From an optimization exercise on the open Yosys and OpenROAD flow, aimed at small area and a short achievable clock period; shortcuts taken in it are not production practice. Function was not checked in any run shown here: the RTL went through the layout flow alone. Power is estimated from default activity; no workload was simulated.

===== flow/config.mk =====
export PLATFORM = sky130hd
export DESIGN_NAME = cordic_top
export DESIGN_NICKNAME = cordic_top
export VERILOG_FILES = /design/flow/design.v
export SDC_FILE = /design/flow/constraint.sdc
export NUM_CORES = 4
export LEC_CHECK = 0
export ABC_AREA = 1
export CAP_MARGIN = 20
export CORE_MARGIN = 2
export CORE_UTILIZATION = 45
export SETUP_SLACK_MARGIN = 1.0
export SLEW_MARGIN = 20

===== flow/constraint.sdc =====
create_clock -name core_clock -period 3.3 [get_ports {clk}]
set_input_delay 0.6600 -clock core_clock [delete_from_list [all_inputs] [get_ports {clk}]]
set_output_delay 0.6600 -clock core_clock [all_outputs]
set_load 0.01 [all_outputs]

===== flow/design.v =====
module CORDIC_pipelined (
    input clk,
    input logic signed[15:0] angle,
    output logic signed[15:0] sin, cos
);
logic [15:0] t_in;
assign t_in = angle - 16'd1;
logic [14:0] u0_q;
logic d0_q;
logic [14:0] u1;
logic [14:0] u1_q;
logic [1:0] i1_q;    
logic [15:0] v0;
assign v0 = {1'b0, u0_q} - 16'd12867;
logic [14:0] f1;
assign f1 = v0[14:0] ^ {15{v0[15]}};
assign u1 = f1;
logic [6:0] lpos;
logic [5:0] q0;
logic [5:0] tg;
cordic_htab htab_i (.d(u1_q[14:7]), .q({lpos, q0, tg}));
logic [5:0] q0_q;
logic [5:0] tg_q;
logic c_q;
logic [6:0] lo_q, lp_q;
assign c_q = lo_q >= lp_q;
logic [1:0] iq_q;
logic [5:0] late;
assign late = {(q0_q[5] ^ (c_q & tg_q[5])), (q0_q[4] ^ (c_q & tg_q[4])), (q0_q[3] ^ (c_q & tg_q[3])), (q0_q[2] ^ (c_q & tg_q[2])), (q0_q[1] ^ (c_q & tg_q[1])), (q0_q[0] ^ (c_q & tg_q[0]))};
logic [7:0] x0_q, x1_q, x2_q, x3_q;    
logic [31:0] rom_d;
logic [32:0] rc_q;
logic rn114, rn132, rn215, rn46, rn80, rn689, rn40, rn69, rn107, rn369, rn131, rn99, rn335, rn124, rn310, rn79, rn101, rn563, rn460, rn233, rn243, rn143, rn139, rn662, rn60, rn93, rn425, rn316, rn411, rn247, rn135, rn349, rn113, rn70, rn557, rn223, rn184, rn116, rn121, rn371, rn610, rn691, rn533, rn571, rn333, rn239, rn127, rn442, rn100, rn632, rn109, rn483, rn188, rn140, rn674, rn163, rn268, rn648, rn53, rn311, rn631, rn548, rn81, rn253, rn363, rn174, rn108, rn152, rn660, rn358, rn370, rn266, rn205, rn255, rn157, rn343, rn302, rn348, rn690, rn513, rn565, rn544, rn605, rn204, rn94, rn303, rn556, rn550, rn270, rn95, rn77, rn141, rn647, rn122, rn71, rn627, rn57, rn731, rn717, rn144, rn329, rn350, rn461, rn577, rn171, rn125, rn115, rn133, rn756, rn694, rn532, rn644, rn443, rn484, rn102, rn419, rn365, rn320, rn242, rn592, rn209, rn50, rn269, rn189, rn657, rn164, rn732, rn645, rn378, rn42, rn590, rn364, rn211, rn176, rn201, rn664, rn683, rn667, rn638, rn142, rn359, rn372, rn549, rn611, rn195, rn41, rn267, rn220, rn90, rn158, rn376, rn110, rn742, rn663, rn578, rn653, rn429, rn642, rn606, rn297, rn334, rn312, rn558, rn344, rn76, rn252, rn256, rn258, rn172, rn224, rn566, rn82, rn96, rn206, rn59, rn97, rn476, rn453, rn713, rn668, rn382, rn628, rn295, rn185, rn51, rn117, rn462, rn739, rn725, rn718, rn695, rn145, rn554, rn134, rn698, rn304, rn534, rn704, rn677, rn543, rn420, rn342, rn244, rn271, rn103, rn432, rn339, rn692, rn444, rn637, rn366, rn280, rn196, rn321, rn298, rn43, rn518, rn737, rn675, rn624, rn633, rn336, rn525, rn591, rn531, rn529, rn221, rn210, rn508, rn136, rn44, rn279, rn202, rn478, rn551, rn276, rn379, rn665, rn623, rn360, rn612, rn240, rn584, rn263, rn190, rn523, rn91, rn111, rn743, rn377, rn330, rn351, rn257, rn579, rn541, rn559, rn118, rn98, rn314, rn289, rn709, rn669, rn658, rn394, rn383, rn313, rn323, rn83, rn317, rn179, rn305, rn254, rn173, rn231, rn52, rn225, rn226, rn178, rn61, rn467, rn56, rn740, rn696, rn684, rn387, rn402, rn288, rn146, rn78, rn733, rn463, rn652, rn699, rn572, rn361, rn545, rn707, rn153, rn345, rn274, rn272, rn693, rn245, rn433, rn639, rn367, rn299, rn197, rn283, rn515, rn524, rn352, rn540, rn535, rn530, rn212, rn509, rn104, rn738, rn676, rn659, rn281, rn728, rn373, rn607, rn593, rn198, rn222, rn137, rn479, rn384, rn666, rn630, rn400, rn318, rn45, rn625, rn241, rn264, rn552, rn92, rn492, rn744, rn380, rn191, rn654, rn331, rn560, rn472, rn749, rn705, rn25, rn315, rn629, rn585, rn564, rn730, rn322, rn259, rn249, rn526, rn180, rn119, rn489, rn72, rn741, rn710, rn685, rn649, rn324, rn84, rn207, rn227, rn175, rn468, rn456, rn58, rn54, rn186, rn714, rn697, rn403, rn636, rn147, rn734, rn614, rn165, rn678, rn583, rn469, rn154, rn388, rn306, rn362, rn546, rn708, rn573, rn458, rn640, rn555, rn519, rn232, rn290, rn300, rn246, rn284, rn332, rn598, rn661, rn353, rn516, rn374, rn542, rn536, rn213, rn510, rn138, rn480, rn719, rn385, rn670, rn392, rn47, rn681, rn587, rn199, rn105, rn454, rn390, rn671, rn646, rn265, rn567, rn427, rn192, rn346, rn260, rn561, rn490, rn473, rn706, rn414, rn319, rn325, rn126, rn85, rn580, rn527, rn228, rn120, rn445, rn62, rn55, rn745, rn726, rn296, rn250, rn73, rn604, rn177, rn208, rn410, rn187, rn615, rn166, rn679, rn650, rn39, rn586, rn753, rn470, rn711, rn368, rn155, rn389, rn620, rn574, rn48, rn459, rn398, rn520, rn234, rn408, rn375, rn307, rn291, rn285, rn337, rn354, rn273, rn621, rn599, rn547, rn159, rn720, rn406, rn248, rn634, rn537, rn481, rn455, rn386, rn396, rn200, rn106, rn148, rn588, rn347, rn514, rn501, rn715, rn415, rn128, rn568, rn229, rn485, rn446, rn63, rn434, rn428, rn301, rn282, rn123, rn86, rn754, rn735, rn261, rn562, rn491, rn326, rn167, rn686, rn608, rn181, rn214, rn412, rn193, rn700, rn528, rn727, rn24, rn395, rn680, rn651, rn616, rn712, rn500, rn596, rn471, rn391, rn156, rn477, rn450, rn464, rn399, rn641, rn575, rn49, rn409, rn381, rn292, rn672, rn521, rn401, rn393, rn338, rn355, rn203, rn112, rn622, rn251, rn286, rn635, rn275, rn435, rn407, rn397, rn626, rn553, rn160, rn421, rn517, rn505, rn235, rn457, rn424, rn497, rn486, rn439, rn64, rn589, rn600, rn581, rn569, rn493, rn416, rn327, rn129, rn168, rn609, rn182, rn701, rn538, rn506, rn447, rn430, rn423, rn755, rn746, rn413, rn417, rn216, rn729, rn617, rn723, rn502, rn404, rn597, rn474, rn74, rn23, rn308, rn482, rn451, rn465, rn262, rn87, rn356, rn422, rn293, rn287, rn426, rn22, rn340, rn277, rn643, rn161, rn511, rn26, rn236, rn673, rn576, rn436, rn19, rn21, rn716, rn721, rn65, rn594, rn570, rn522, rn494, rn418, rn130, rn438, rn498, rn487, rn440, rn747, rn38, rn169, rn613, rn183, rn217, rn682, rn10, rn507, rn736, rn405, rn655, rn448, rn618, rn503, rn601, rn309, rn466, rn341, rn75, rn431, rn722, rn278, rn294, rn582, rn724, rn539, rn18, rn237, rn149, rn17, rn441, rn66, rn595, rn495, rn162, rn37, rn512, rn499, rn488, rn750, rn748, rn35, rn602, rn230, rn194, rn687, rn656, rn619, rn20, rn449, rn328, rn67, rn357, rn475, rn437, rn150, rn88, rn170, rn504, rn496, rn28, rn751, rn603, rn12, rn238, rn218, rn702, rn688, rn33, rn452, rn68, rn13, rn36, rn16, rn27, rn151, rn89, rn752, rn219, rn14, rn11, rn703, rn15, rn30, rn31, rn32, rn29, rn34;
assign rn132 = ~x3_q[2];
assign rn69 = ~(x3_q[2] | x3_q[1]);
assign rn131 = ~(x3_q[1] & x3_q[0]);
assign rn99 = ~(x3_q[1] | x3_q[0]);
assign rn124 = ~(x3_q[2] & x3_q[1]);
assign rn101 = x3_q[3] | ~x3_q[2];
assign rn460 = x3_q[2] | ~x3_q[1];
assign rn143 = x3_q[2] & ~x3_q[1];
assign rn139 = x3_q[0] & ~x3_q[2];
assign rn662 = x3_q[1] | ~x3_q[0];
assign rn60 = x3_q[0] & ~x3_q[1];
assign rn93 = x3_q[1] & ~x3_q[0];
assign rn425 = x3_q[0] | ~x3_q[2];
assign rn135 = x3_q[2] | x3_q[1];
assign rn70 = x3_q[0] | x3_q[3];
assign rn223 = x3_q[1] & x3_q[0];
assign rn116 = x3_q[0] & x3_q[3];
assign rn109 = x3_q[2] & ~rn131;
assign rn266 = x3_q[3] & ~rn460;
assign rn343 = x3_q[2] & ~rn662;
assign rn513 = rn132 & ~rn60;
assign rn303 = rn60 | rn93;
assign rn141 = rn132 & ~rn223;
assign rn647 = rn425 | x3_q[1];
assign rn644 = x3_q[3] ? rn132 : rn135;
assign rn114 = ~rc_q[4];
assign rn215 = ~rc_q[6];
assign rn46 = ~rc_q[5];
assign rn80 = ~rc_q[3];
assign rn689 = ~rc_q[0];
assign rn40 = ~rc_q[7];
assign rn107 = ~(rc_q[4] | rc_q[3]);
assign rn369 = ~(rc_q[2] | rc_q[3]);
assign rn335 = ~(rc_q[4] & rc_q[5]);
assign rn310 = ~(rc_q[0] | rc_q[3]);
assign rn79 = ~(rc_q[2] | rc_q[0]);
assign rn563 = rc_q[1] & ~rc_q[3];
assign rn233 = rc_q[4] & ~rc_q[5];
assign rn243 = rc_q[3] & ~rc_q[1];
assign rn316 = rc_q[4] | ~rc_q[3];
assign rn411 = rc_q[0] & ~rc_q[5];
assign rn247 = rc_q[4] | rc_q[5];
assign rn349 = rc_q[2] & rc_q[3];
assign rn113 = rc_q[2] & rc_q[0];
assign rn557 = ~rc_q[8];
assign rn184 = ~rn79;
assign rn121 = rc_q[1] | rc_q[3];
assign rn371 = ~rn563;
assign rn610 = ~rn243;
assign rn691 = ~rc_q[27];
assign rn533 = ~rn233;
assign rn571 = ~rc_q[22];
assign rn333 = rc_q[1] ? rc_q[2] : rc_q[0];
assign rn239 = ~rn349;
assign rn127 = ~rn247;
assign rn442 = ~(rn369 & rc_q[14]);
assign rn100 = ~(rc_q[8] & rc_q[4]);
assign rn632 = ~(rn107 & rc_q[13]);
assign rn483 = rn689 & ~rc_q[26];
assign rn188 = ~(rc_q[19] & rn80);
assign rn140 = ~(rc_q[27] & rn80);
assign rn674 = rn80 & ~rc_q[12];
assign rn163 = rc_q[3] & ~rc_q[8];
assign rn268 = ~(rc_q[13] & rn80);
assign rn648 = rc_q[9] & ~rc_q[8];
assign rn53 = rn114 & ~rn310;
assign rn311 = rc_q[4] & ~rn310;
assign rn631 = rc_q[12] | rn114;
assign rn548 = ~(rc_q[18] | rn247);
assign rn81 = rn79 | rn80;
assign rn253 = ~rn442;
assign rn363 = rn369 | rc_q[4];
assign rn174 = rn369 | rn114;
assign rn108 = rn107 | rc_q[5];
assign rn152 = ~(rc_q[27] | rn121);
assign rn660 = rc_q[12] | rn46;
assign rn358 = rn114 & ~rn563;
assign rn370 = rn369 | ~rn233;
assign rn205 = rc_q[22] | ~rc_q[13];
assign rn255 = rc_q[3] & ~rc_q[24];
assign rn157 = rc_q[24] & ~rc_q[23];
assign rn302 = rc_q[19] & ~rc_q[27];
assign rn348 = rn310 & ~rc_q[22];
assign rn690 = rc_q[18] & ~rn310;
assign rn565 = rn114 & ~rn243;
assign rn544 = rc_q[25] | rn114;
assign rn605 = rc_q[27] | rn80;
assign rn204 = rc_q[3] & ~rn113;
assign rn94 = rc_q[23] | rc_q[3];
assign rn556 = rc_q[16] & ~rn310;
assign rn550 = rn113 | ~rc_q[1];
assign rn270 = rn243 | rn114;
assign rn95 = rc_q[25] | rc_q[9];
assign rn77 = ~rn674;
assign rn122 = rn121 & ~rc_q[5];
assign rn71 = rc_q[12] & ~rc_q[32];
assign rn627 = rn349 & ~rc_q[8];
assign rn57 = rn80 & ~rc_q[16];
assign rn731 = rc_q[28] | ~rn233;
assign rn717 = rc_q[2] & ~rc_q[10];
assign rn144 = rc_q[22] & ~rc_q[28];
assign rn329 = rn349 | rc_q[4];
assign rn350 = rn243 | rn349;
assign rn461 = rn316 | rc_q[10];
assign rn577 = rn247 | rn80;
assign rn171 = rc_q[28] | rn114;
assign rn125 = rc_q[32] | rc_q[26];
assign rn115 = rn113 | rn114;
assign rn133 = rc_q[9] ? rc_q[0] : rc_q[14];
assign rn756 = rc_q[26] ? rc_q[0] : rn310;
assign rn694 = rc_q[28] & rc_q[26];
assign rn532 = rn333 & ~rn80;
assign rn443 = rn114 & ~rn442;
assign rn484 = ~(rn483 | rn316);
assign rn102 = rc_q[18] & ~rn100;
assign rn419 = rn127 & ~rn442;
assign rn365 = ~(rn268 & rn114);
assign rn320 = ~(rn205 & rn691);
assign rn242 = rc_q[16] & ~rn188;
assign rn592 = rn127 & ~rn140;
assign rn209 = rn674 & ~rn333;
assign rn50 = rn239 & ~rn163;
assign rn269 = rc_q[0] & ~rn268;
assign rn189 = rn188 | ~rc_q[26];
assign rn657 = rn571 & ~rn188;
assign rn164 = rn163 & ~rc_q[15];
assign rn732 = rn127 & ~rc_q[15];
assign rn645 = rc_q[18] & ~rn631;
assign rn378 = rn371 & ~rn631;
assign rn42 = rc_q[15] | rc_q[3];
assign rn590 = rn81 & ~rn533;
assign rn364 = rn363 & ~rc_q[5];
assign rn211 = ~(rn95 & rc_q[3]);
assign rn176 = rc_q[14] & ~rn81;
assign rn201 = rc_q[15] | rc_q[4];
assign rn664 = ~(rn157 & rn204);
assign rn683 = rn121 & ~rn174;
assign rn667 = rn268 | rc_q[10];
assign rn638 = ~(rn363 | rn627);
assign rn142 = ~(rn140 & rc_q[11]);
assign rn359 = rn358 & ~rc_q[9];
assign rn372 = rn371 & ~rn370;
assign rn549 = rn548 | rc_q[6];
assign rn611 = rn610 & ~rn370;
assign rn195 = rc_q[9] & ~rn157;
assign rn41 = rn205 & ~rc_q[32];
assign rn267 = rc_q[21] & ~rc_q[0];
assign rn220 = rn163 & ~rn205;
assign rn90 = rc_q[3] & ~rn205;
assign rn158 = rn80 & ~rn157;
assign rn376 = rn46 & ~rc_q[21];
assign rn110 = rn108 | rc_q[15];
assign rn742 = rn302 & ~rc_q[3];
assign rn663 = rn46 & ~rn157;
assign rn578 = ~(rn550 | rn577);
assign rn653 = ~(rn577 | rc_q[15]);
assign rn429 = ~(rn577 | rc_q[13]);
assign rn642 = ~(rn329 & rc_q[5]);
assign rn606 = rn544 | ~rn605;
assign rn297 = rn114 & ~rn204;
assign rn334 = rn94 & ~rn333;
assign rn312 = rc_q[29] | rn483;
assign rn558 = rn557 & ~rn556;
assign rn344 = rc_q[29] | rn114;
assign rn76 = rc_q[2] & ~rc_q[31];
assign rn252 = rc_q[21] | rc_q[4];
assign rn256 = rn255 | rn114;
assign rn258 = rn690 | rn205;
assign rn172 = rc_q[30] | rc_q[29];
assign rn224 = rn205 | rc_q[10];
assign rn566 = rn565 | rc_q[5];
assign rn82 = rn648 | ~rc_q[20];
assign rn96 = rn95 & ~rn94;
assign rn206 = rn204 & ~rn205;
assign rn59 = rn690 | rn483;
assign rn97 = rc_q[4] & ~rn627;
assign rn476 = rc_q[13] & ~rn94;
assign rn453 = rn348 | rc_q[4];
assign rn713 = rn557 & ~rn605;
assign rn668 = rc_q[21] | rn114;
assign rn382 = rc_q[3] & ~rc_q[11];
assign rn628 = rn114 & ~rn627;
assign rn295 = rn80 & ~rc_q[11];
assign rn185 = rn184 & ~rn94;
assign rn51 = rc_q[15] | rc_q[11];
assign rn117 = rn71 | rc_q[28];
assign rn462 = rc_q[13] & ~rn461;
assign rn739 = rn605 | rc_q[23];
assign rn725 = rc_q[31] | rc_q[3];
assign rn718 = rn717 | rn363;
assign rn695 = rn694 | ~rn53;
assign rn145 = rn144 | rn114;
assign rn554 = rn255 | rn329;
assign rn134 = rn133 | rn80;
assign rn698 = rn411 & rn329;
assign rn304 = rn80 ? rc_q[31] : rn302;
assign rn534 = rn532 | rn533;
assign rn704 = rn80 ? rc_q[11] : rn157;
assign rn677 = rc_q[3] ? rn95 : rn550;
assign rn543 = rc_q[17] & ~rc_q[21];
assign rn420 = ~(rn419 & rc_q[7]);
assign rn342 = ~(rn50 & rn188);
assign rn244 = ~(rn242 | rn243);
assign rn271 = ~(rn270 | rn269);
assign rn103 = rc_q[5] & ~rn102;
assign rn432 = rn102 & ~rn46;
assign rn339 = rn215 & ~rn419;
assign rn692 = ~(rn320 & rc_q[4]);
assign rn444 = rn443 | rc_q[5];
assign rn637 = ~(rn42 & rc_q[4]);
assign rn366 = rn365 | rn40;
assign rn280 = rc_q[3] & ~rn320;
assign rn196 = ~(rn195 | rc_q[25]);
assign rn321 = rn107 & ~rn320;
assign rn298 = ~(rn195 | rn188);
assign rn43 = ~(rn41 | rn42);
assign rn518 = rc_q[4] & ~rn657;
assign rn737 = rc_q[4] & ~rn50;
assign rn675 = rn610 & ~rn209;
assign rn624 = rc_q[5] & ~rn645;
assign rn633 = rn632 & ~rn378;
assign rn336 = ~(rn334 | rn335);
assign rn525 = rn242 | rc_q[4];
assign rn591 = rn590 & ~rn209;
assign rn531 = ~(rn82 & rn80);
assign rn529 = rc_q[16] & ~rn211;
assign rn221 = ~(rn220 | rn96);
assign rn210 = rn209 | rn114;
assign rn508 = rn50 & ~rn201;
assign rn136 = rc_q[16] & ~rn42;
assign rn44 = rn201 & ~rn107;
assign rn279 = ~(rn269 | rn256);
assign rn202 = rn201 & ~rn108;
assign rn478 = rn42 | rc_q[8];
assign rn551 = rn364 & rn550;
assign rn276 = rc_q[6] & ~rn653;
assign rn379 = rn378 | rc_q[7];
assign rn665 = rn664 & rn358;
assign rn623 = rn359 | rn215;
assign rn360 = rn359 | rn46;
assign rn612 = rn611 | rc_q[7];
assign rn240 = rn195 | rc_q[25];
assign rn584 = rn41 | rn114;
assign rn263 = rn220 | rc_q[4];
assign rn190 = rn90 | rn114;
assign rn523 = rn220 | rn114;
assign rn91 = rn90 | rc_q[4];
assign rn111 = rn110 | rn102;
assign rn743 = rn742 | rn694;
assign rn377 = rn365 | rn376;
assign rn330 = rn329 & ~rn297;
assign rn351 = rn350 & ~rn312;
assign rn257 = rn184 & ~rn256;
assign rn579 = rn578 | rn215;
assign rn541 = rc_q[32] & ~rn224;
assign rn559 = rn211 & ~rn558;
assign rn118 = rn82 & ~rn80;
assign rn98 = rn96 | ~rn97;
assign rn314 = rn172 & ~rn80;
assign rn289 = rn258 & ~rn114;
assign rn709 = rn97 & ~rn302;
assign rn669 = rn667 & ~rn668;
assign rn658 = rn657 | ~rn97;
assign rn394 = rc_q[5] & ~rn628;
assign rn383 = rn127 & ~rn382;
assign rn313 = rn311 & ~rn312;
assign rn323 = rn125 & ~rn256;
assign rn83 = rn82 & ~rn81;
assign rn317 = rn312 | rn316;
assign rn179 = rn312 | rc_q[4];
assign rn305 = rn76 | rn195;
assign rn254 = rn252 | rn253;
assign rn173 = rn171 | rn172;
assign rn231 = rn312 | rn77;
assign rn52 = rn50 | ~rn51;
assign rn225 = rn224 & rn107;
assign rn226 = rn51 & ~rn316;
assign rn178 = rn172 | rc_q[3];
assign rn61 = rn59 | rc_q[25];
assign rn467 = rn97 & rn121;
assign rn56 = rn713 | rn114;
assign rn740 = rn739 & ~rn657;
assign rn696 = rn258 & ~rn695;
assign rn684 = rc_q[3] & ~rn51;
assign rn387 = rn382 | rc_q[5];
assign rn402 = rn46 & ~rn51;
assign rn288 = rn71 | rn252;
assign rn146 = rn142 & ~rn145;
assign rn78 = rn76 | rn77;
assign rn733 = rn732 & ~rn725;
assign rn463 = rn462 | rc_q[5];
assign rn652 = rn533 | rn51;
assign rn699 = rn698 | rn429;
assign rn572 = rn571 & ~rn304;
assign rn361 = rc_q[4] & ~rn543;
assign rn545 = rn543 & ~rn544;
assign rn707 = rc_q[3] ? rn689 : rn172;
assign rn153 = ~(rn280 | rn255);
assign rn345 = rn342 & ~rn344;
assign rn274 = rn233 & ~rn244;
assign rn272 = rn271 & ~rn267;
assign rn693 = rn59 & ~rn692;
assign rn245 = rn244 & ~rc_q[10];
assign rn433 = rn432 | rc_q[6];
assign rn639 = rn637 & ~rn638;
assign rn367 = rn364 & ~rn366;
assign rn299 = rn125 & ~rn298;
assign rn197 = rc_q[3] & ~rn196;
assign rn283 = rn196 | rc_q[3];
assign rn515 = ~(rn263 | rn483);
assign rn524 = ~(rn523 | rn298);
assign rn352 = ~(rn351 | rn348);
assign rn540 = rn525 & ~rn358;
assign rn535 = rn531 & ~rn534;
assign rn530 = rn127 & ~rn529;
assign rn212 = rn211 & ~rn210;
assign rn509 = rn508 & ~rn444;
assign rn104 = ~(rn103 & rn98);
assign rn738 = rn737 | rc_q[5];
assign rn676 = rn675 | rc_q[4];
assign rn659 = ~(rn658 & rn252);
assign rn281 = rn279 & ~rn280;
assign rn728 = rn518 & ~rn529;
assign rn373 = rn633 | rn46;
assign rn607 = rn478 & ~rn606;
assign rn593 = rn592 | rn591;
assign rn198 = ~(rn231 & rc_q[4]);
assign rn222 = rn221 | rn114;
assign rn137 = rn136 | rc_q[4];
assign rn479 = rn267 | rn44;
assign rn384 = rc_q[21] & ~rn379;
assign rn666 = rc_q[5] & ~rn665;
assign rn630 = ~(rn247 & rn387);
assign rn400 = rn624 & rc_q[17];
assign rn318 = ~(rn317 & rn46);
assign rn45 = rn43 | rn44;
assign rn625 = rn624 & ~rn623;
assign rn241 = rn239 & ~rn240;
assign rn264 = rn189 & ~rn263;
assign rn552 = rn551 | rn549;
assign rn92 = rn91 | ~rn59;
assign rn492 = rn111 & ~rn370;
assign rn744 = rn743 & ~rn335;
assign rn380 = rn377 & ~rn379;
assign rn191 = rn189 & ~rn190;
assign rn654 = ~(rn276 & rn652);
assign rn331 = rc_q[5] & ~rn330;
assign rn560 = rc_q[4] & ~rn559;
assign rn472 = rn233 & ~rn118;
assign rn749 = rn518 & ~rn314;
assign rn705 = rn289 & ~rn704;
assign rn25 = rn383 & ~rc_q[6];
assign rn315 = rn313 & ~rn314;
assign rn629 = rc_q[6] & ~rn394;
assign rn585 = rn584 | rn558;
assign rn564 = rn190 | rn563;
assign rn730 = rn240 | rc_q[3];
assign rn322 = rn317 & ~rn321;
assign rn259 = rn257 & rn258;
assign rn249 = rn46 & ~rn173;
assign rn526 = rn52 & ~rn525;
assign rn180 = rn178 & ~rn179;
assign rn119 = rn117 | rn118;
assign rn489 = rn61 & ~rn91;
assign rn72 = rn118 | rn114;
assign rn741 = rn114 & ~rn740;
assign rn710 = rn709 | rn46;
assign rn685 = rn683 & ~rn684;
assign rn649 = rn118 | rn363;
assign rn324 = rn323 | rn46;
assign rn84 = rn78 & ~rn83;
assign rn207 = rn461 & rn179;
assign rn227 = rn225 | rn226;
assign rn175 = rn173 & rn174;
assign rn468 = rn467 | rn46;
assign rn456 = rn226 | rn46;
assign rn58 = rn56 | rn57;
assign rn54 = rn52 & rn53;
assign rn186 = rn226 | rn201;
assign rn714 = rn56 | rn80;
assign rn697 = rn696 | rn46;
assign rn403 = rn402 | rc_q[6];
assign rn636 = rn253 | rn387;
assign rn147 = rn146 | rn46;
assign rn734 = rn733 | rc_q[6];
assign rn614 = rc_q[4] ? rn304 : rn351;
assign rn165 = rn361 | ~rn637;
assign rn678 = rn544 & ~rn361;
assign rn583 = ~(rn153 & rn42);
assign rn469 = rn80 ? rn550 : rn305;
assign rn154 = ~(rn153 | rn113);
assign rn388 = rn387 ? rn127 : rc_q[4];
assign rn306 = rn305 ^ rn80;
assign rn362 = rn360 | rn361;
assign rn546 = rn545 | rn46;
assign rn708 = rn707 | rc_q[4];
assign rn573 = rn153 & ~rn572;
assign rn458 = rn153 & ~rn756;
assign rn640 = rc_q[5] & ~rn639;
assign rn555 = rn299 & ~rn554;
assign rn519 = rn518 & ~rn197;
assign rn232 = rn231 & ~rn197;
assign rn290 = rn289 & ~rn197;
assign rn300 = rn299 & rn297;
assign rn246 = ~(rn245 | rn241);
assign rn284 = rn283 & ~rn270;
assign rn332 = ~(rn331 & rn283);
assign rn598 = rn233 & ~rn352;
assign rn661 = rn659 & ~rn660;
assign rn353 = rn352 & ~rn107;
assign rn516 = rn515 | rn46;
assign rn374 = rn373 & ~rn372;
assign rn542 = rn541 | rn540;
assign rn536 = rn535 | rn215;
assign rn213 = rn212 | rn46;
assign rn510 = rn509 | rc_q[6];
assign rn138 = rn134 & ~rn137;
assign rn480 = rn478 & ~rn479;
assign rn719 = rn664 & ~rn198;
assign rn385 = rn384 & ~rn247;
assign rn670 = rn666 & ~rn669;
assign rn392 = rc_q[3] & ~rn373;
assign rn47 = rn46 & ~rn45;
assign rn681 = rn90 & rn676;
assign rn587 = rn241 & ~rn525;
assign rn199 = rn197 | rn198;
assign rn105 = rn92 & ~rn104;
assign rn454 = ~(rn58 | rn41);
assign rn390 = rn630 | rn394;
assign rn671 = rn666 | rn329;
assign rn646 = rn400 | rc_q[6];
assign rn265 = rn264 | rn46;
assign rn567 = rn564 & ~rn566;
assign rn427 = rn730 & ~rn731;
assign rn192 = rn191 | rn46;
assign rn346 = rn322 & ~rn345;
assign rn260 = rn254 & ~rn259;
assign rn561 = rn560 | rn46;
assign rn490 = rn98 & ~rn489;
assign rn473 = rn472 | rc_q[6];
assign rn706 = rn705 | rc_q[5];
assign rn414 = rn46 & ~rn685;
assign rn319 = rn318 | rn315;
assign rn325 = rn322 & ~rn324;
assign rn126 = rn125 & ~rn119;
assign rn85 = rc_q[4] & ~rn84;
assign rn580 = rn579 | rn249;
assign rn527 = rn526 | rn46;
assign rn228 = rn222 & ~rn227;
assign rn120 = rn119 | rn115;
assign rn445 = rn72 | rn57;
assign rn62 = rn61 & ~rn58;
assign rn55 = rc_q[5] & ~rn54;
assign rn745 = rn744 | rn741;
assign rn726 = rn725 & ~rn186;
assign rn296 = rn72 | rn295;
assign rn250 = rn249 | rc_q[6];
assign rn73 = rn71 | rn72;
assign rn604 = ~(rn583 & rn114);
assign rn177 = rn176 | rn175;
assign rn208 = rn206 | rn207;
assign rn410 = rn697 | rn693;
assign rn187 = rn185 | rn186;
assign rn615 = rn46 & ~rn614;
assign rn166 = rn165 & ~rn164;
assign rn679 = rn677 & ~rn678;
assign rn650 = rn165 & ~rn349;
assign rn39 = rn629 ^ rc_q[7];
assign rn586 = rn583 & ~rn585;
assign rn753 = rn114 & ~rn469;
assign rn470 = rn469 & ~rn257;
assign rn711 = rn708 & ~rn710;
assign rn368 = rn362 & ~rn367;
assign rn155 = rn154 | rn114;
assign rn389 = rn388 | rc_q[6];
assign rn620 = rn362 | rn215;
assign rn574 = rn127 & ~rn573;
assign rn48 = rn233 & ~rn458;
assign rn459 = rn458 | rn114;
assign rn398 = rn636 & ~rn640;
assign rn520 = rn364 & ~rn519;
assign rn234 = rn233 & ~rn232;
assign rn408 = ~(rn670 | rn663);
assign rn375 = ~(rn374 & rc_q[7]);
assign rn307 = rc_q[4] ? rn304 : rn306;
assign rn291 = rn288 & ~rn290;
assign rn285 = rn202 & ~rn284;
assign rn337 = rn332 & ~rn336;
assign rn354 = rn46 & ~rn353;
assign rn273 = ~(rn272 | rn265);
assign rn621 = rn374 & ~rn549;
assign rn599 = rn598 | rn40;
assign rn547 = rn542 & ~rn546;
assign rn159 = rn138 & ~rn158;
assign rn720 = rn718 & ~rn719;
assign rn406 = rn661 | rn630;
assign rn248 = rn246 | rn247;
assign rn634 = rn215 & ~rn392;
assign rn537 = rn536 | rn530;
assign rn481 = rn480 | rn46;
assign rn455 = rn453 & ~rn454;
assign rn386 = rn385 | rn215;
assign rn396 = rn642 | rn392;
assign rn200 = rn199 | ~rn140;
assign rn106 = rc_q[6] & ~rn105;
assign rn148 = rn147 | rn138;
assign rn588 = rn587 | rn46;
assign rn347 = rc_q[5] & ~rn346;
assign rn514 = rn199 | rc_q[30];
assign rn501 = rn105 | rc_q[6];
assign rn715 = rn706 & ~rn714;
assign rn415 = rn414 & ~rn384;
assign rn128 = rn127 & ~rn126;
assign rn568 = rn567 | rn215;
assign rn229 = rc_q[5] & ~rn228;
assign rn485 = rn120 & ~rn484;
assign rn446 = rn445 & ~rn444;
assign rn63 = rn62 | ~rn55;
assign rn434 = rn738 & ~rn745;
assign rn428 = rn427 | rn215;
assign rn301 = rn296 & ~rn300;
assign rn282 = rn281 | rn265;
assign rn123 = rn120 | ~rn122;
assign rn86 = rn55 & ~rn85;
assign rn754 = rn445 & ~rc_q[5];
assign rn735 = rn734 | rn427;
assign rn261 = rn260 | rn46;
assign rn562 = rn561 | rn555;
assign rn491 = rn490 | rn46;
assign rn326 = rn325 | rn215;
assign rn167 = ~(rn166 | rn108);
assign rn686 = rn414 | rc_q[6];
assign rn608 = rn604 & ~rn607;
assign rn181 = rn177 & ~rn180;
assign rn214 = rn208 & ~rn213;
assign rn412 = rn410 & ~rn411;
assign rn193 = rn187 & ~rn192;
assign rn700 = rn410 & ~rn699;
assign rn528 = rn527 | rn524;
assign rn727 = rn726 | rn46;
assign rn24 = rn215 ? rn383 : rn385;
assign rn395 = ~(rn389 | rn394);
assign rn680 = rn676 & ~rn679;
assign rn651 = rn649 & ~rn650;
assign rn616 = rn615 | rn40;
assign rn712 = rn706 & ~rn711;
assign rn500 = rn444 | rn166;
assign rn596 = rn207 | rn753;
assign rn471 = rn470 | rn468;
assign rn391 = rn390 & ~rn389;
assign rn156 = rn155 | rn152;
assign rn477 = rn155 | rn476;
assign rn450 = rn48 | ~rn276;
assign rn464 = rn459 & ~rn463;
assign rn399 = rn215 & ~rn398;
assign rn641 = rn247 & ~rn398;
assign rn575 = rn574 | rc_q[6];
assign rn49 = rn47 | rn48;
assign rn409 = rn215 & ~rn408;
assign rn381 = rn375 & ~rn380;
assign rn292 = rc_q[5] & ~rn291;
assign rn672 = rn671 & ~rn408;
assign rn521 = rn520 | rc_q[6];
assign rn401 = ~(rn386 | rn400);
assign rn393 = ~(rn386 | rn392);
assign rn338 = rn307 | rc_q[5];
assign rn355 = rc_q[6] & ~rn354;
assign rn203 = ~(rn202 & rn200);
assign rn112 = ~(rn111 & rn106);
assign rn622 = rn620 & ~rn621;
assign rn251 = rn248 & ~rn250;
assign rn286 = rn285 | rn215;
assign rn635 = rn390 & ~rn634;
assign rn275 = rn274 | rn273;
assign rn435 = ~(rn433 | rn434);
assign rn407 = rn406 & ~rn386;
assign rn397 = rn396 & ~rn386;
assign rn626 = rn625 | rn621;
assign rn553 = rn552 | rn547;
assign rn160 = rn159 | rn46;
assign rn421 = rn720 | rn46;
assign rn517 = rn514 & ~rn516;
assign rn505 = ~(rn181 | rn108);
assign rn235 = ~(rn234 | rn214);
assign rn457 = rn456 | rn455;
assign rn424 = ~(rn749 | rn727);
assign rn497 = rn122 & ~rn485;
assign rn486 = rn376 & ~rn485;
assign rn439 = rn339 & ~rn434;
assign rn64 = rn63 & ~rc_q[6];
assign rn589 = rn588 | rn586;
assign rn600 = rn599 | rn347;
assign rn581 = rn261 & ~rn580;
assign rn569 = rn562 & ~rn568;
assign rn493 = rn491 & ~rn492;
assign rn416 = rn415 | rn215;
assign rn327 = rn319 & ~rn326;
assign rn129 = rn128 | rc_q[6];
assign rn168 = rn106 & ~rn167;
assign rn609 = rc_q[5] & ~rn608;
assign rn182 = rn46 & ~rn181;
assign rn701 = rc_q[6] & ~rn700;
assign rn538 = rn528 & ~rn537;
assign rn506 = rn229 | rn215;
assign rn447 = rn446 | rc_q[6];
assign rn430 = rn428 | rn429;
assign rn423 = ~(rn715 | rn712);
assign rn755 = rn754 | rn215;
assign rn746 = rn434 | rn215;
assign rn413 = rn412 | rc_q[6];
assign rn417 = rc_q[5] & ~rn680;
assign rn216 = rn214 | rn215;
assign rn729 = rn728 | rn727;
assign rn617 = rn337 & ~rn616;
assign rn723 = rn339 & ~rn712;
assign rn502 = rn500 & ~rn501;
assign rn404 = rn651 | rn46;
assign rn597 = rn46 & ~rn596;
assign rn474 = rn471 & ~rn473;
assign rn74 = rn467 | ~rn596;
assign rn23 = rn391 | ~rn386;
assign rn308 = rc_q[5] ? rn301 : rn307;
assign rn482 = rn477 & ~rn481;
assign rn451 = rn63 & ~rn450;
assign rn465 = rn464 | rn215;
assign rn262 = ~(rn261 & rn251);
assign rn87 = rn86 | rn49;
assign rn356 = rn355 & ~rn347;
assign rn422 = ~(rn420 & rn421);
assign rn293 = rn251 & ~rn292;
assign rn287 = rn282 & ~rn286;
assign rn426 = ~(rn424 & rc_q[19]);
assign rn22 = rn395 | rn393;
assign rn340 = rn338 & rn339;
assign rn277 = rn276 & ~rn275;
assign rn643 = rc_q[6] ? rn641 : rn396;
assign rn161 = rn156 & ~rn160;
assign rn511 = rn235 & ~rn510;
assign rn26 = rn215 ? rn368 : rn381;
assign rn236 = rn235 & ~rn215;
assign rn673 = rn215 ? rn406 : rn672;
assign rn576 = rn575 | rn275;
assign rn436 = rn435 | rc_q[7];
assign rn19 = rn409 | rn407;
assign rn21 = rn399 | rn397;
assign rn716 = ~(rn423 & rn339);
assign rn721 = rn421 | rn215;
assign rn65 = rn64 & ~rn49;
assign rn594 = rn589 & ~rn593;
assign rn570 = rn553 & ~rn569;
assign rn522 = rn521 | rn517;
assign rn494 = rn215 & ~rn493;
assign rn418 = ~(rn416 | rn417);
assign rn130 = rn129 | ~rn123;
assign rn438 = rn428 | rn424;
assign rn498 = rn497 | rn215;
assign rn487 = rn486 | rn215;
assign rn440 = rn439 | rn40;
assign rn747 = rn746 & ~rc_q[7];
assign rn38 = rn635 ^ rc_q[7];
assign rn169 = rn168 | rn40;
assign rn613 = rn612 | rn609;
assign rn183 = rn182 | rc_q[6];
assign rn217 = rn203 & ~rn216;
assign rn682 = rn417 & ~rn681;
assign rn10 = rc_q[7] ? rn622 : rn626;
assign rn507 = rn506 | rn505;
assign rn736 = rn729 & ~rn735;
assign rn405 = rn404 & ~rn403;
assign rn655 = rn404 & ~rn654;
assign rn448 = rn74 & ~rn46;
assign rn618 = rn617 | rn215;
assign rn503 = rn502 | rn40;
assign rn601 = rn600 | rn597;
assign rn309 = rn308 | rc_q[6];
assign rn466 = rn457 & ~rn465;
assign rn341 = ~(rn340 & rn337);
assign rn75 = rc_q[5] ? rn74 : rn73;
assign rn431 = rn426 & ~rn430;
assign rn722 = ~(rn721 & rn716);
assign rn278 = rn262 & ~rn277;
assign rn294 = rn293 | rn287;
assign rn582 = rn576 & ~rn581;
assign rn724 = rn721 & ~rn723;
assign rn539 = rn522 & ~rn538;
assign rn18 = rn413 & ~rn418;
assign rn237 = rn236 | rn40;
assign rn149 = rn148 & ~rn130;
assign rn17 = rn386 ? rn422 : rn423;
assign rn441 = rn438 & ~rn440;
assign rn66 = rn65 | rn40;
assign rn595 = rn594 | rc_q[7];
assign rn495 = rn494 | rc_q[7];
assign rn162 = rn161 | rn130;
assign rn37 = rn643 ^ rn40;
assign rn512 = rn507 & ~rn511;
assign rn499 = rn498 | rn161;
assign rn488 = rn487 | rn482;
assign rn750 = rn736 & ~rn424;
assign rn748 = rn747 & ~rn736;
assign rn35 = rn673 ^ rn40;
assign rn602 = ~(rn601 & rn215);
assign rn230 = rn229 | rn183;
assign rn194 = rn193 | rn183;
assign rn687 = rn686 | rn682;
assign rn656 = rn646 & ~rn655;
assign rn619 = rn613 & ~rn618;
assign rn20 = rn405 | rn401;
assign rn449 = rn447 | rn448;
assign rn328 = rn309 & ~rn327;
assign rn67 = rn755 | rn448;
assign rn357 = rn341 & ~rn356;
assign rn475 = rn474 | rn466;
assign rn437 = rn436 | rn431;
assign rn150 = rn112 & ~rn149;
assign rn88 = rc_q[6] ? rn75 : rn87;
assign rn170 = rn162 & ~rn169;
assign rn504 = rn499 & ~rn503;
assign rn496 = rn488 & ~rn495;
assign rn28 = rc_q[7] ? rn278 : rn294;
assign rn751 = rn746 & ~rn750;
assign rn603 = rn595 & ~rn602;
assign rn12 = rn40 ? rn570 : rn582;
assign rn238 = rn230 & ~rn237;
assign rn218 = rn194 & ~rn217;
assign rn702 = rn687 & ~rn701;
assign rn688 = rn417 & ~rn687;
assign rn33 = rc_q[7] ? rn722 : rn724;
assign rn452 = rn449 & ~rn451;
assign rn68 = rn67 & ~rn66;
assign rn13 = rc_q[7] ? rn512 : rn539;
assign rn36 = rn656 ^ rc_q[7];
assign rn16 = rn437 & ~rn441;
assign rn27 = rn40 ? rn328 : rn357;
assign rn151 = rn40 & ~rn150;
assign rn89 = rn40 & ~rn88;
assign rn752 = rc_q[7] & ~rn751;
assign rn219 = rn40 & ~rn218;
assign rn14 = rn504 | rn496;
assign rn11 = rn619 | rn603;
assign rn703 = rn702 ^ rn40;
assign rn15 = rc_q[7] ? rn452 : rn475;
assign rn30 = rn170 | rn151;
assign rn31 = rn89 | rn68;
assign rn32 = rn752 | rn748;
assign rn29 = rn238 | rn219;
assign rn34 = rn703 | rn688;
assign rom_d = {rn40, rn40, rn39, rn38, rn37, rn36, rn35, rn34, rn33, rn32, rn31, rn30, rn29, rn28, rn27, rn26, rn25, rn24, rn23, rn22, rn21, rn20, rn19, rn18, rn17, rn16, rn15, rn14, rn13, rn12, rn11, rn10};
always_ff @(posedge clk) begin
    u0_q <= t_in[14:0] ^ {15{t_in[15]}};
    d0_q <= ~t_in[15];
    u1_q <= u1;
    i1_q <= {d0_q, v0[15]};
    q0_q <= q0;
    tg_q <= tg;
    lo_q <= u1_q[6:0];
    lp_q <= lpos;
    iq_q <= i1_q;
    x0_q <= {iq_q, late};
    x1_q <= x0_q;
    x2_q <= x1_q;
    x3_q <= x2_q;
    rc_q[0] <= x3_q[0];
    rc_q[1] <= x3_q[1];
    rc_q[2] <= x3_q[2];
    rc_q[3] <= x3_q[3];
    rc_q[4] <= x3_q[4];
    rc_q[5] <= x3_q[5];
    rc_q[6] <= x3_q[6];
    rc_q[7] <= x3_q[7];
    rc_q[8] <= rn99;
    rc_q[9] <= rn132;
    rc_q[10] <= rn223;
    rc_q[11] <= rn141;
    rc_q[12] <= rn69;
    rc_q[13] <= rn460;
    rc_q[14] <= rn131;
    rc_q[15] <= rn109;
    rc_q[16] <= rn135;
    rc_q[17] <= rn644;
    rc_q[18] <= rn101;
    rc_q[19] <= rn425;
    rc_q[20] <= rn647;
    rc_q[21] <= rn266;
    rc_q[22] <= rn143;
    rc_q[23] <= rn93;
    rc_q[24] <= rn662;
    rc_q[25] <= rn60;
    rc_q[26] <= rn124;
    rc_q[27] <= rn139;
    rc_q[28] <= rn116;
    rc_q[29] <= rn343;
    rc_q[30] <= rn513;
    rc_q[31] <= rn303;
    rc_q[32] <= rn70;
    {sin, cos} <= rom_d;
end
endmodule
module cordic_htab(d, q);
  input [7:0] d;
  wire [7:0] d;
  output [18:0] q;
  wire [18:0] q;
  wire _0_;
  wire _10_;
  wire _11_;
  wire _12_;
  wire _13_;
  wire _14_;
  wire _15_;
  wire _16_;
  wire _17_;
  wire _18_;
  wire _19_;
  wire _1_;
  wire _20_;
  wire _21_;
  wire _22_;
  wire _23_;
  wire _24_;
  wire _25_;
  wire _26_;
  wire _27_;
  wire _28_;
  wire _29_;
  wire _2_;
  wire _30_;
  wire _31_;
  wire _32_;
  wire _33_;
  wire _34_;
  wire _35_;
  wire _36_;
  wire _37_;
  wire _38_;
  wire _39_;
  wire _3_;
  wire _40_;
  wire _41_;
  wire _42_;
  wire _43_;
  wire _44_;
  wire _45_;
  wire _46_;
  wire _47_;
  wire _48_;
  wire _49_;
  wire _4_;
  wire _50_;
  wire _51_;
  wire _52_;
  wire _53_;
  wire _54_;
  wire _55_;
  wire _56_;
  wire _57_;
  wire _58_;
  wire _59_;
  wire _5_;
  wire _60_;
  wire _61_;
  wire _62_;
  wire _63_;
  wire _64_;
  wire _65_;
  wire _66_;
  wire _67_;
  wire _68_;
  wire _69_;
  wire _6_;
  wire _70_;
  wire _71_;
  wire _72_;
  wire _73_;
  wire _74_;
  wire _75_;
  wire _7_;
  wire _8_;
  wire _9_;
  assign _24_ = ~(d[0] | d[5]);
  assign _23_ = _24_ | d[6];
  assign _22_ = _25_ & ~(_23_);
  assign _21_ = _27_ & ~(_22_);
  assign _20_ = ~(_21_ | _40_);
  assign q[17] = _20_ & ~(_29_);
  assign _19_ = _42_ | _26_;
  assign _18_ = _19_ & _32_;
  assign q[0] = _18_ | _38_;
  assign _17_ = ~d[1];
  assign _16_ = _21_ ^ _17_;
  assign q[1] = q[0] & ~(_16_);
  assign _15_ = _37_ | _43_;
  assign _14_ = _15_ | ~(q[1]);
  assign q[4] = ~(_14_ | _47_);
  assign q[5] = q[4] & ~(_26_);
  assign _13_ = q[0] & ~(_21_);
  assign q[18] = _13_ & ~(q[5]);
  assign _12_ = _30_ | ~(_25_);
  assign q[16] = q[18] & ~(_12_);
  assign _11_ = _41_ | _48_;
  assign _10_ = _17_ & ~(_11_);
  assign _9_ = q[0] & ~(_10_);
  assign _8_ = ~_47_;
  assign _7_ = _21_ & ~(_8_);
  assign _6_ = _7_ | _40_;
  assign _5_ = _6_ | ~(_9_);
  assign _4_ = _5_ & ~(_29_);
  assign q[15] = _4_ | q[4];
  assign _3_ = _40_ | ~(d[4]);
  assign _2_ = d[6] & ~(_19_);
  assign _1_ = _2_ | d[7];
  assign _0_ = d[6] & d[1];
  assign _75_ = _45_ & ~(_0_);
  assign _74_ = _75_ | _1_;
  assign _73_ = _74_ | ~(_14_);
  assign _72_ = _8_ & ~(_73_);
  assign _71_ = ~(d[5] | d[7]);
  assign _70_ = ~_71_;
  assign _69_ = _72_ ? _26_ : _70_;
  assign _68_ = _69_ | d[6];
  assign _67_ = _68_ & ~(_37_);
  assign _66_ = ~d[3];
  assign _65_ = _40_ ^ _66_;
  assign _64_ = _65_ ^ _67_;
  assign q[13] = _9_ & ~(_64_);
  assign _63_ = _17_ & ~(q[13]);
  assign _62_ = d[3] & ~(_63_);
  assign _61_ = _62_ | _3_;
  assign _60_ = d[3] & ~(_40_);
  assign _59_ = d[4] ? _40_ : _60_;
  assign _58_ = _59_ & q[13];
  assign _57_ = _58_ | _29_;
  assign q[14] = _61_ & ~(_57_);
  assign _56_ = _42_ | d[5];
  assign _55_ = _56_ & ~(_15_);
  assign q[12] = q[1] & ~(_55_);
  assign q[11] = _25_ & ~(_39_);
  assign q[10] = ~_69_;
  assign _54_ = _73_ | _66_;
  assign _53_ = d[4] | d[7];
  assign _52_ = _54_ & ~(_53_);
  assign q[9] = _52_ | _72_;
  assign _51_ = ~(d[3] | d[7]);
  assign q[8] = _73_ ? _51_ : d[3];
  assign _50_ = _15_ & ~(q[11]);
  assign _49_ = ~(_50_ | _74_);
  assign q[7] = q[1] ? _15_ : _49_;
  assign q[6] = _16_ & ~(_1_);
  assign q[3] = d[3] & ~(_14_);
  assign q[2] = ~_14_;
  assign _48_ = ~(d[0] ^ d[5]);
  assign _47_ = ~(d[3] & d[4]);
  assign _46_ = d[2] & ~(_47_);
  assign _45_ = ~d[2];
  assign _44_ = _47_ | _45_;
  assign _43_ = ~(d[2] | d[1]);
  assign _42_ = _43_ | _47_;
  assign _41_ = d[5] ? _44_ : _42_;
  assign _40_ = _48_ ? _46_ : _41_;
  assign _39_ = d[6] | d[7];
  assign _38_ = ~(_39_ | _40_);
  assign _37_ = d[2] & d[1];
  assign _36_ = d[4] | ~(d[5]);
  assign _35_ = _36_ | d[3];
  assign _34_ = _35_ | _37_;
  assign _33_ = d[0] | ~(d[6]);
  assign _32_ = ~(_33_ | d[7]);
  assign _31_ = ~(_32_ & _42_);
  assign _30_ = _34_ & ~(_31_);
  assign _29_ = ~(_30_ | _38_);
  assign _28_ = _44_ & ~(d[6]);
  assign _27_ = _28_ | d[0];
  assign _26_ = ~d[5];
  assign _25_ = _44_ | _26_;
endmodule
module cordic_top (
    input  logic clk,
    input  logic signed[15:0] angle,
    output logic signed[15:0] sin, cos
);
    CORDIC_pipelined dut_basic(
        .clk(clk),
        .angle(angle),
        .sin(sin),
        .cos(cos)
    );
endmodule

===== flow/run.sh =====
#!/bin/bash
# synth_recipe.tcl (not shown) runs the flow's synth.tcl, then flattens the netlist and writes it again
# the make line also repeats each setting of config.mk as NAME=value (left out here)
make -C /OpenROAD-flow-scripts/flow DESIGN_CONFIG=/design/flow/config.mk WORK_HOME=/design/flow/orfs CLKGATE_MAP_FILE= SYNTH_SCRIPT=/design/flow/synth_recipe.tcl finish

==> results.toml, run 1 <==
[status]
status = "complete, no violations"

[pwr]
powerDensity_nw_per_um2 = 1155
power.static_leakage_nw = 4.161
ir_drop_v = 0.0004808

[detailed_routing]
viasPerCell = 5.607
vias = 7340
drtPass1Iterations = 7
routed_wl_um = 25890
drtAntennaViolNets = 0
route.detailed.drc = 0
drt-initial-drc-count = 829
drt-wirelength-per-cell_um = 19.77

[finish]
final_util = 0.5569
n_antenna_cell = 0
layout_common_cells = "nand2_1 (202), dfxtp_1 (151), inv_1 (123)"
syn2layout_area_growth_pct = 21.72
drive_gt1_frac = 0.1074
final_common_cell = "nand2_1"
fin_nets = 1110

[grt]
grt_pass1_wl_um = 40070
first_global_vias = 7061
grt.overflow.total = 0
grt_usage = 0.2973
grt_start_max_net_pins = 53
antenna_found_initial = 0

[synth]
ys_types = 50
ys_ff_latch = 157
synth.yosys.seq_area_share = 0.4172
synth_area_um2 = 7533
synth_edf_count = 0
ys.warnings.count = 1
ys_async_sr_fraction = 0
synth_area_per_cell_um2 = 7.429
synthCells = 1014
synth_ff_type = "dfxtp_1"
synth_fp_nets = 1048

[clock_network]
cts_htree_levels = 4
numCtsBuffers = 17
cts_tree = "done"
root_buffer = "clkbuf_16"
clkSlewWorstSetupHoldPaths_ns = 0.07
cts_sinks = 157
cts_buffer_depth = 2
clock_latency_ns = 0.44

[die]
num_io_pins = 49
fp.dieW_um = 133.4
num_rows = 47
core_um2 = 16470
dieHeight_um = 133.4
dieArea_um2 = 17790
start_util = 0.4575

[placement]
hpwl_um = 19270
gp_congestion = 1.105
port_buffers = 48

[hold_path]
hp-start = "dut_basic.iq_q[0]"
whs_path_depth = 0
hp-class = "flop to flop"
holdPathEnd = "dut_basic.x0_q[6]"

[job]
cap_viol_max_count = 0

[timing]
fin_skew_ns = 0.01082
fin_crit_sh = 0.6784
period_minus_slack_ns = 2.239
tightest_slew_ns = 0.8353
relSlewSlack = 0.4424
rsz0062_at_grt = "true"
slew_violations = 0
fmax_ghz = 0.4467
tns_ns = 0
hold_violations = 0
setup_viol = 0

[setup_path]
critical_path_arrival_ns = 2.54
cp.required_ns = 3.60
worst-path-max-fanout = 29
r2r_cells = 9
timing_worst_setup_path_type = "flop to flop"
r2r_start = "dut_basic.rc_q[3]"
critPathCaptureType = "flop"
cp-start-kind = "flop"
worstReg2RegEnd = "dut_basic.cos[2]"
rrSetupSlack_ns = 1.06
## timing repair
item / CTS / global route
gates resized for setup: 16 / 41
endpoints found under the setup margin: 17 / 31
setup buffers: 4 / 5
pin swaps: 8 / 6
cloned: 1 / 1
hold buffers: 0 / 0
## cell type report
cell class | instances | area [µm²]
multi-input cells | 693 | 3859
flip-flops and latches | 157 | 3153
fillers | 1586 | 7296
inverters | 129 | 490.5
clock inverters | 14 | 190.2
repair inverters | 1 | 7.507
clock buffers | 18 | 439.2
well taps | 220 | 275.3
repair buffers | 77 | 755.7
## worst max-delay path, cell delays in order, from the launching register on
cell and delay (ns):
dfxtp_2 0.37, buf_8 0.19, nand2_2 0.16, inv_1 0.13, nor2_1 0.21, inv_1 0.19
nor4_1 0.35, a211oi_1 0.15, o21ai_1 0.22, o21ai_0 0.11
## metrics by stage
stage                     setup slack (ns)  power (mW)  hold slack (ns)  cell area [µm²]  instances
after detailed placement            0.3947       8.025           0.3121             8287       1266
final                                1.061       10.59           0.3260             9170       1309
after floorplan                      1.045       6.041           0.3096             7533       1014
after global routing                0.9835       11.20           0.3312             9170       1309
after global placement              0.4553       8.144           0.3097             8287       1266
after CTS                           0.9858       10.16           0.3289             8997       1303
## cells by family (layout without fill, tap and decap cells)
group                    Yosys count  count (layout)  share of synthesized area
AO/OA/AOI/OAI                    215             215                     0.1709
XOR/XNOR                          60              60                    0.07723
adder cells (fa/ha/maj)           17              17                    0.02823
buffers and inverters            164             239                    0.08520
flip-flops                       157             157                     0.4172
AND/OR/NAND/NOR                  401             401                     0.2212
## layer usage
layer / vias to the layer above / GRT usage / routed length, µm
met5: - / 0 / 0
met4: 0 / 0.1850 / 1758
met3: 120 / 0.06963 / 2128
met2: 463 / 0.4997 / 12340
met1: 3304 / 0.3421 / 9655
li1: 3453 / - / -
## sequential cells by signal, summed over array words and instances, names as in the netlist, 7 cells and up
register,count
dut_basic.lp_q,7
dut_basic.x0_q,8
dut_basic.x1_q,8
dut_basic.cos,16
dut_basic.u1_q,15
dut_basic.x2_q,8
dut_basic.u0_q,15
dut_basic.rc_q,33
dut_basic.sin,15
dut_basic.x3_q,8
dut_basic.lo_q,7
## synth_stat cells, drive strengths merged, types with 3 or more instances
| master | instances | area (µm²) |
|---|---|---|
| nand2 | 208 | 785.8 |
| dfxtp | 157 | 3143 |
| inv | 128 | 480.5 |
| nor2 | 120 | 455.4 |
| o21ai | 90 | 454.2 |
| nand3 | 44 | 230.2 |
| a21oi | 42 | 210.2 |
| xor2 | 37 | 380.4 |
| clkbuf | 25 | 93.84 |
| xnor2 | 23 | 201.4 |
| o211ai | 18 | 135.1 |
| ha | 17 | 212.7 |
| nor3 | 17 | 118.9 |
| o22ai | 16 | 100.1 |
| buf | 10 | 63.81 |
| a31oi | 8 | 50.05 |
| o311ai | 7 | 61.31 |
| o31ai | 6 | 45.04 |
| nand4 | 4 | 25.02 |
| o21bai | 4 | 30.03 |
| a211oi | 3 | 22.52 |
| a21boi | 3 | 22.52 |
| nor4 | 3 | 18.77 |
| or2 | 3 | 18.77 |
## worst max path at each step
| stage | slack (ns) | cells past startpoint | endpoint | start |
|---|---|---|---|---|
| 2_1_floorplan | 1.04 | 10 | dut_basic.u0_q[12] | angle[1] |
| 3_3_place_gp | 0.46 | 11 | dut_basic.u0_q[0] | angle[2] |
| 3_5_place_dp | 0.39 | 11 | dut_basic.u0_q[1] | angle[2] |
| 4_1_cts | 0.99 | 9 | dut_basic.u0_q[12] | angle[6] |
| 5_1_grt | 0.98 | 14 | dut_basic.lp_q[2] | dut_basic.u1_q[12] |
| 6_report | 1.06 | 9 | dut_basic.cos[2] | dut_basic.rc_q[3] |
## power breakdown
| part | internal (mW) | total [mW] | switching [mW] | leakage [nW] |
|---|---|---|---|---|
| combinational | 1.81 | 5.38 | 3.57 | 2.53 |
| clock | 1.18 | 2.08 | 0.898 | 0.310 |
| sequential | 2.63 | 3.14 | 0.507 | 1.32 |
==> run 2, diff against run 1 <==
--- a/flow/design.v
+++ b/flow/design.v
@@ -3,17 +3,17 @@
     input logic signed[15:0] angle,
     output logic signed[15:0] sin, cos
 );
-logic [15:0] t_in;
-assign t_in = angle - 16'd1;
-logic [14:0] u0_q;
+logic s_in;
+assign s_in = angle[15] ^ (|angle[14:0]);
+logic [16:0] b_q;
 logic d0_q;
 logic [14:0] u1;
 logic [14:0] u1_q;
 logic [1:0] i1_q;    
-logic [15:0] v0;
-assign v0 = {1'b0, u0_q} - 16'd12867;
+logic [16:0] v0;
+assign v0 = b_q - (d0_q ? 17'd12868 : 17'd12866);
 logic [14:0] f1;
-assign f1 = v0[14:0] ^ {15{v0[15]}};
+assign f1 = v0[14:0] ^ {15{v0[16]}};
 assign u1 = f1;
 logic [6:0] lpos;
 logic [5:0] q0;
@@ -780,10 +780,10 @@
 assign rn34 = rn703 | rn688;
 assign rom_d = {rn40, rn40, rn39, rn38, rn37, rn36, rn35, rn34, rn33, rn32, rn31, rn30, rn29, rn28, rn27, rn26, rn25, rn24, rn23, rn22, rn21, rn20, rn19, rn18, rn17, rn16, rn15, rn14, rn13, rn12, rn11, rn10};
 always_ff @(posedge clk) begin
-    u0_q <= t_in[14:0] ^ {15{t_in[15]}};
-    d0_q <= ~t_in[15];
+    b_q <= s_in ? {1'b0, angle} : {~angle[15], ~angle};
+    d0_q <= s_in;
     u1_q <= u1;
-    i1_q <= {d0_q, v0[15]};
+    i1_q <= {d0_q, v0[16]};
     q0_q <= q0;
     tg_q <= tg;
     lo_q <= u1_q[6:0];
--- a/flow/config.mk
+++ b/flow/config.mk
@@ -9,5 +9,6 @@
 export CAP_MARGIN = 20
 export CORE_MARGIN = 2
 export CORE_UTILIZATION = 45
-export SETUP_SLACK_MARGIN = 1.0
+export CTS_BUF_LIST = sky130_fd_sc_hd__clkbuf_8
+export SETUP_SLACK_MARGIN = 1.3
 export SLEW_MARGIN = 20
==> results.toml, run 2 <==
[status]
status = "complete, no violations"

[grt]
first_global_vias = 7174
grt.overflow.total = 0
grt_pass1_wl_um = 40380
grt_usage = 0.3026
antenna_found_initial = 0
grt_start_max_net_pins = 31

[detailed_routing]
drt-wirelength-per-cell_um = 20.61
drt-initial-drc-count = 722
routed_wl_um = 26840
vias = 7432
drtPass1Iterations = 7
route.detailed.drc = 0
drtAntennaViolNets = 0
viasPerCell = 5.708

[timing]
fin_skew_ns = 0.02852
rsz0062_at_grt = "true"
hold_violations = 0
period_minus_slack_ns = 2.096
fin_crit_sh = 0.6352
tightest_slew_ns = 0.6336
relSlewSlack = 0.5772
slew_violations = 0
tns_ns = 0
setup_viol = 0
fmax_ghz = 0.4771

[setup_path]
worst-path-max-fanout = 10
cp-start-kind = "flop"
timing_worst_setup_path_type = "flop to flop"
worstReg2RegEnd = "dut_basic.u1_q[11]"
cp_cell_sequence = "inv_2 > ha_2 > or2_1 > a21oi_2 > nand2_2 > a21oi_4 > nand2_2 > nand2_4 > a21oi_4 > nor2_4 > xor2_4 > buf_12 > xor2_2"
cp_slowest_stage_delay_ns = 0.34
crit_family = "simple AND/OR/NAND/NOR gates"
r2r_start = "dut_basic.d0_q"
critPathCaptureType = "flop"
crit_buf_inv = 2
cp.required_ns = 3.68
rrSetupSlack_ns = 1.20
cpMaxStageDelayCell = "dfxtp_2"
r2r_cells = 13
critical_path_arrival_ns = 2.48

[finish]
syn2layout_area_growth_pct = 27.75
n_antenna_cell = 0
largest_reg_flops = 33
drive_gt1_frac = 0.2072
final_util = 0.5922
largest_register = "dut_basic.rc_q"
layout_common_cells = "nand2_1 (173), dfxtp_1 (139), inv_1 (110)"
final_common_cell = "nand2_1"
fin_nets = 1109

[synth]
ys_async_sr_fraction = 0
synth_ff_type = "dfxtp_1"
yosys-top-cells-area = "dfxtp_1 (43%), nand2_1 (10%), inv_1 (6.2%), o21ai_0 (5.9%), nor2_1 (5.2%)"
synth_area_um2 = 7391
synth.yosys.seq_area_share = 0.4307
synth_edf_count = 0
yosysTopAreaCell = "dfxtp_1"
synth_top_family_by_area = "simple AND/OR/NAND/NOR gates"
ys_ff_latch = 159
synth_compound_area_frac = 0.1717
synthXorXnorAreaFrac = 0.07161
synth_commonest_cells = "nand2_1 (198), dfxtp_1 (159), inv_1 (122), nor2_1 (102), o21ai_0 (87)"
synthMuxAreaShare = 0
synthCells = 978
synth_fp_nets = 1013
synth_top_area_share = 0.4307
ys.warnings.count = 1
yosys.cell_count.top_type = "nand2_1"
synthAdderAreaFrac = 0.03149
yosys.area_share.simple = 0.2125
ys_types = 51
synth_area_per_cell_um2 = 7.557

[pwr]
powerDensity_nw_per_um2 = 1127
power_mw = 10.64
ir_drop_v = 0.0005100
power.static_leakage_nw = 4.338

[placement]
gp_congestion = 1.061
hpwl_um = 19280
port_buffers = 48

[clock_network]
root_buffer = "clkbuf_8"
cts_sinks = 159
clock_latency_ns = 0.47
cts_buffer_depth = 2
numCtsBuffers = 17
cts_tree = "done"
clkSlewWorstSetupHoldPaths_ns = 0.09
cts_htree_levels = 4

[hold_path]
hp-start = "dut_basic.x3_q[5]"
hp-class = "flop to flop"
whs_path_depth = 0
holdPathEnd = "dut_basic.rc_q[5]"

[job]
cap_viol_max_count = 0

[die]
dieArea_um2 = 17460
fp.dieW_um = 132.2
num_io_pins = 49
num_rows = 46
start_util = 0.4636
core_um2 = 15940
dieHeight_um = 132.2
## run 2: worst max path at each step
stage	startpoint	to	cells after the start
finish	dut_basic.d0_q	dut_basic.u1_q[11]	13
global route	dut_basic.d0_q	dut_basic.u1_q[11]	13
CTS	dut_basic.d0_q	dut_basic.u1_q[3]	13
detailed placement	dut_basic.d0_q	dut_basic.u1_q[11]	12
global placement	dut_basic.rc_q[0]	dut_basic.sin[3]	9
floorplan	dut_basic.d0_q	dut_basic.u1_q[11]	13
## run 2: what timing repair did
action,CTS,global route
cloned,0,2
resized for setup,80,132
pin swaps,11,33
setup endpoints to repair,65,71
buffers inserted,20,20
hold buffers,0,0
## run 2: kinds of logic (layout without fill, tap and decap cells)
family	after synthesis	count (layout)
AOI/OAI and AO/OA	209	209
adders and majority gates	18	18
buffers and inverters	156	264
DFF	159	159
xor gates and xnor gates	54	54
and+or+nand+nor	382	382
## run 2: metrics by stage
stage / hold slack [ns] / instance area [µm²] / instances / setup slack [ns]
2_1_floorplan: 0.3096 / 7417 / 978 / 1.194
3_3_place_gp: 0.3095 / 8173 / 1229 / 0.8007
3_5_place_dp: 0.3121 / 8173 / 1229 / 0.8521
4_1_cts: 0.3323 / 8901 / 1280 / 1.207
5_1_grt: 0.3342 / 9442 / 1302 / 1.086
6_report: 0.3293 / 9442 / 1302 / 1.204
## run 2: where the power goes
group	internal [mW]	switching, mW	total, mW
clock network	0.646	0.796	1.44
registers	2.66	0.540	3.20
logic	2.10	3.90	6.00
## run 2: final cells by class
| class | count | area, µm² |
|---|---|---|
| clock buffers | 18 | 247.7 |
| repair buffers | 110 | 1047 |
| clock inverters | 13 | 150.1 |
| fillers | 1525 | 6501 |
| well taps | 216 | 270.3 |
| multi-input cells | 663 | 4031 |
| flip-flops and latches | 159 | 3223 |
| inverters | 123 | 471.7 |
## run 2: worst register-to-register path: stages (launching register included)
cell	delay, ns
dfxtp_2	0.34
inv_2	0.04
ha_2	0.16
or2_1	0.21
a21oi_2	0.13
nand2_2	0.09
a21oi_4	0.15
nand2_2	0.08
nand2_4	0.07
a21oi_4	0.06
nor2_4	0.14
xor2_4	0.22
buf_12	0.18
xor2_2	0.15
## run 2: routing by layer
layer / track usage / up-vias / routed length (µm)
met3: 0.05882 / 150 / 2196
met2: 0.5078 / 457 / 12680
met4: 0.2053 / 0 / 2198
met1: 0.3495 / 3407 / 9759
li1: - / 3418 / -
met5: 0 / - / 0

afterwards: timing with drivers on the ports:
The flow's constraints put no driver on any port. The routed layouts listed below were extracted and timed again, unchanged, in two steps. Step 1: set_driving_cell puts a clkbuf_16 on clk and a buf_2 on each other input, an assumption about the parent block. Step 2 also shifts input and output timing later by t, the mid clock arrival at the registers, as if the neighbouring blocks saw the same clock. Three values: ideal, step 1, step 2; two values: the first two.
| run | shift t [ns] | setup slack, ns | hold slack, ns | worst register clock-pin slew, ns |
|---|---|---|---|---|
| run 1 | 0.474 | 1.061 / 1.061 / 0.670 | 0.326 / 0.326 / 0.326 | 0.07 / 0.07 |
| run 2 | 0.496 | 1.204 / 1.204 / 0.930 | 0.329 / 0.329 / 0.329 | 0.11 / 0.11 |
After both steps setup and hold are still met in every run listed. The setup slack of run 1, which loses most, moves by 0.000 ns with the drivers and by -0.391 ns with both steps.
